This design comes from an exercise in tuning for small area, a short achievable clock period and few clock cycles per item on the open sky130 flow, not from production work. In this exercise RTL edits were held to simulation tests only and were not proved equivalent to the original. No activity file was given, so power comes from the tool's default toggle rates.

## run A
Design MDC, start of the top module:
module MDC(
    clk, rst_n, in_valid, in_data, in_mode,
    out_valid, out_data
);
Size: roughly 5,500 cells after synthesis, about 630 flip-flops, about 240 I/O pins, roughly 54,000 um2 of cells after synthesis.
clock: 22.0 ns
lec_check: 0
cap_margin: 20
core_margin: 2
core_utilization: 55
place_density: 0.72
slew_margin: 20
standard.sh (not shown) runs the stock make flow with config.mk's settings and CLKGATE_MAP_FILE= SYNTH_SCRIPT=/design/flow/synth_recipe.tcl, a recipe that flattens the netlist after the stock synthesis.
==> flow/flow/run.sh <==
#!/bin/bash
# The standard ORFS layout (the standard.sh) with three changes to how it is
# made; the SDC and the clock period are unchanged:
#  - repair_timing is asked to leave 15.5 ns of setup slack at the 22 ns clock,
#    so it works on every path longer than 6.5 ns;
#  - the port buffers that buffer_ports inserts are buf_4 cells instead of the
#    delay cells it picks by default;
#  - the resizer may swap a cell for one with a different footprint.
set -euo pipefail
bash standard.sh SETUP_SLACK_MARGIN=15.5 MATCH_CELL_FOOTPRINT=0 \
  "BUFFER_PORTS_ARGS=-buffer_cell sky130_fd_sc_hd__buf_4" finish > orfs_flow.log 2>&1
Testbench counts of run A, summed over its fixed seeds: cycles 9,216, items 512.
Changes in run B relative to run A:
--- a/flow/flow/run.sh
+++ b/flow/flow/run.sh
@@ -5,3 +5,3 @@
 #    so it works on every path longer than 6.5 ns;
-#  - the port buffers that buffer_ports inserts are buf_4 cells instead of the
+#  - the port buffers that buffer_ports inserts are buf_2 cells instead of the
 #    delay cells it picks by default;
@@ -10,2 +10,2 @@
 bash standard.sh SETUP_SLACK_MARGIN=15.5 MATCH_CELL_FOOTPRINT=0 \
-  "BUFFER_PORTS_ARGS=-buffer_cell sky130_fd_sc_hd__buf_4" finish > orfs_flow.log 2>&1
+  "BUFFER_PORTS_ARGS=-buffer_cell sky130_fd_sc_hd__buf_2" finish > orfs_flow.log 2>&1
--- a/flow/config.mk
+++ b/flow/config.mk
@@ -7,2 +7,3 @@
 export LEC_CHECK = 0
+export ABC_AREA = 1
 export CAP_MARGIN = 20
--- outcome ---
- Run B did not stop at any stage, and its layout met the timing, design-rule and antenna checks.
- First-iteration DRC count (run B / run A): 1.4
- Cell count: run B and run A compared, higher one is run B
- A launch point of the critical path of l1_y[13] is what run B shows, while c6 belongs to run A.
- On sequential cell area, run A tracks run B almost exactly.
- The final reports for run B and run A show final total power higher in the former.
- Core area delta (run B − run A): unfavourable
- Sort run B and run A by fraction of the core area covered by cells at the end of the flow desc -> top: run A
- Diff run A -> run B | post-cts repair resize count | down by more than a quarter
- Lower power per cell area among run B and run A: run A
- On met2 wire length: between run B and run A, it ends up higher for run B.
- Wire: run B routes more than run A
The following lists how run C was set up differently from run B:
--- a/flow/config.mk
+++ b/flow/config.mk
@@ -7,3 +7,2 @@
 export LEC_CHECK = 0
-export ABC_AREA = 1
 export CAP_MARGIN = 20
Results
- Run B → run C: worst setup slack now sits higher; combinational cell fraction of total power now sits lower; simple-gate area share of the yosys netlist now sits lower; smallest hold slack now sits higher.
Relative to run C, the following input files were edited for run D:
--- a/flow/config.mk
+++ b/flow/config.mk
@@ -10,2 +10,4 @@
 export CORE_UTILIZATION = 55
+export CTS_CLUSTER_DIAMETER = 60
+export CTS_CLUSTER_SIZE = 30
 export PLACE_DENSITY = 0.72
--- outcome ---
- Run D: clock-pin transition on the worst setup and hold timing paths 0.03 ns above run C
- Compared with run C, the detailed router inserted more vias in run D.
- Comparing switching power share of the total for run C and run D, the smaller number came from run C.
- No stage failed in run C, and the final checks on the layout all came back clean.
- Run D finished every stage and its layout cleared the timing, design-rule and antenna checks.
- Compare run C and run D | setup slack higher: run C
- Summary of run D over run C: critical path depth now sits higher; routed wire length now sits at about the same level.
- Run D vs. run C: core utilization now smaller; global-route wire length before repair now smaller; met1 layer wirelength in the final routing now larger.
- Total length of routed met3 wires, run C and run D, higher one = run C.
### run D -> run E
==> flow/flow/run.sh <==
#!/bin/bash
# The standard ORFS layout (the standard.sh) with three changes to how it is
# made; the SDC and the clock period are unchanged:
#  - repair_timing is asked to leave 15.75 ns of setup slack at the 22 ns clock,
#    so it works on every path longer than 6.25 ns;
#  - the port buffers that buffer_ports inserts are buf_2 cells instead of the
#    delay cells it picks by default;
#  - the resizer may swap a cell for one with a different footprint.
set -euo pipefail
bash standard.sh SETUP_SLACK_MARGIN=15.75 MATCH_CELL_FOOTPRINT=0 \
  "BUFFER_PORTS_ARGS=-buffer_cell sky130_fd_sc_hd__buf_2" finish > orfs_flow.log 2>&1
--- a/flow/config.mk
+++ b/flow/config.mk
@@ -10,4 +10,2 @@
 export CORE_UTILIZATION = 55
-export CTS_CLUSTER_DIAMETER = 60
-export CTS_CLUSTER_SIZE = 30
 export PLACE_DENSITY = 0.72
## What came out
Number of buffers inserted during clock tree synthesis, run E and run D, lower one = run D. Total routed wirelength: run E vs run D up 1.5%. As far as fraction of the mapped netlist area in adder cells goes, run D and run E are indistinguishable; the numbers are identical. Diff run D -> run E: proportion of power drawn by combinational gates rose 0.2 points; clock group power rose about 6%. Share of cells above drive strength 1 for run E: 2.4 points up relative to run D. Run E ends up with a cell count that is about 0.9% higher than in run D. Measured against each other, run E and run D differ in average vias per placed instance, the lower figure coming from run D. Delta (run E minus run D): final critical delay including setup and external delays shows a reduction of 0.16 ns, final core utilization shows an increase of 2.0 points.

[separate check: timing with driven ports]
How much do the figures lean on ideal ports? The routed layouts below were timed once more, with nothing changed but the port constraints. Step 1: set_driving_cell puts a clkbuf_16 on clk and a buf_2 on each other input, an assumption about the parent block. Step 2 adds t to the input delays and takes it off the output delays; t is the mean of the earliest and latest rising clock arrival at the registers after step 1. Input paths then give back, and output paths get back, about the clock's delay inside the block. Three values: ideal, step 1, step 2; two values: the first two.
run | t, ns | setup slack, ns | hold WS [ns]
run A | 0.724 | 15.334 / 15.334 / 14.888 | 0.326 / 0.326 / 0.326
run B | 0.777 | 15.268 / 15.268 / 14.729 | 0.315 / 0.315 / 0.315
run C | 0.739 | 15.472 / 15.395 / 14.949 | 0.319 / 0.319 / 0.319
run D | 0.764 | 15.456 / 15.406 / 14.915 | 0.329 / 0.329 / 0.329
run E | 0.724 | 15.614 / 15.536 / 15.154 | 0.315 / 0.315 / 0.315
After both steps setup and hold are still met in every run listed. The setup slack of run D, which loses most, moves by -0.050 ns with the drivers and by -0.541 ns with both steps.
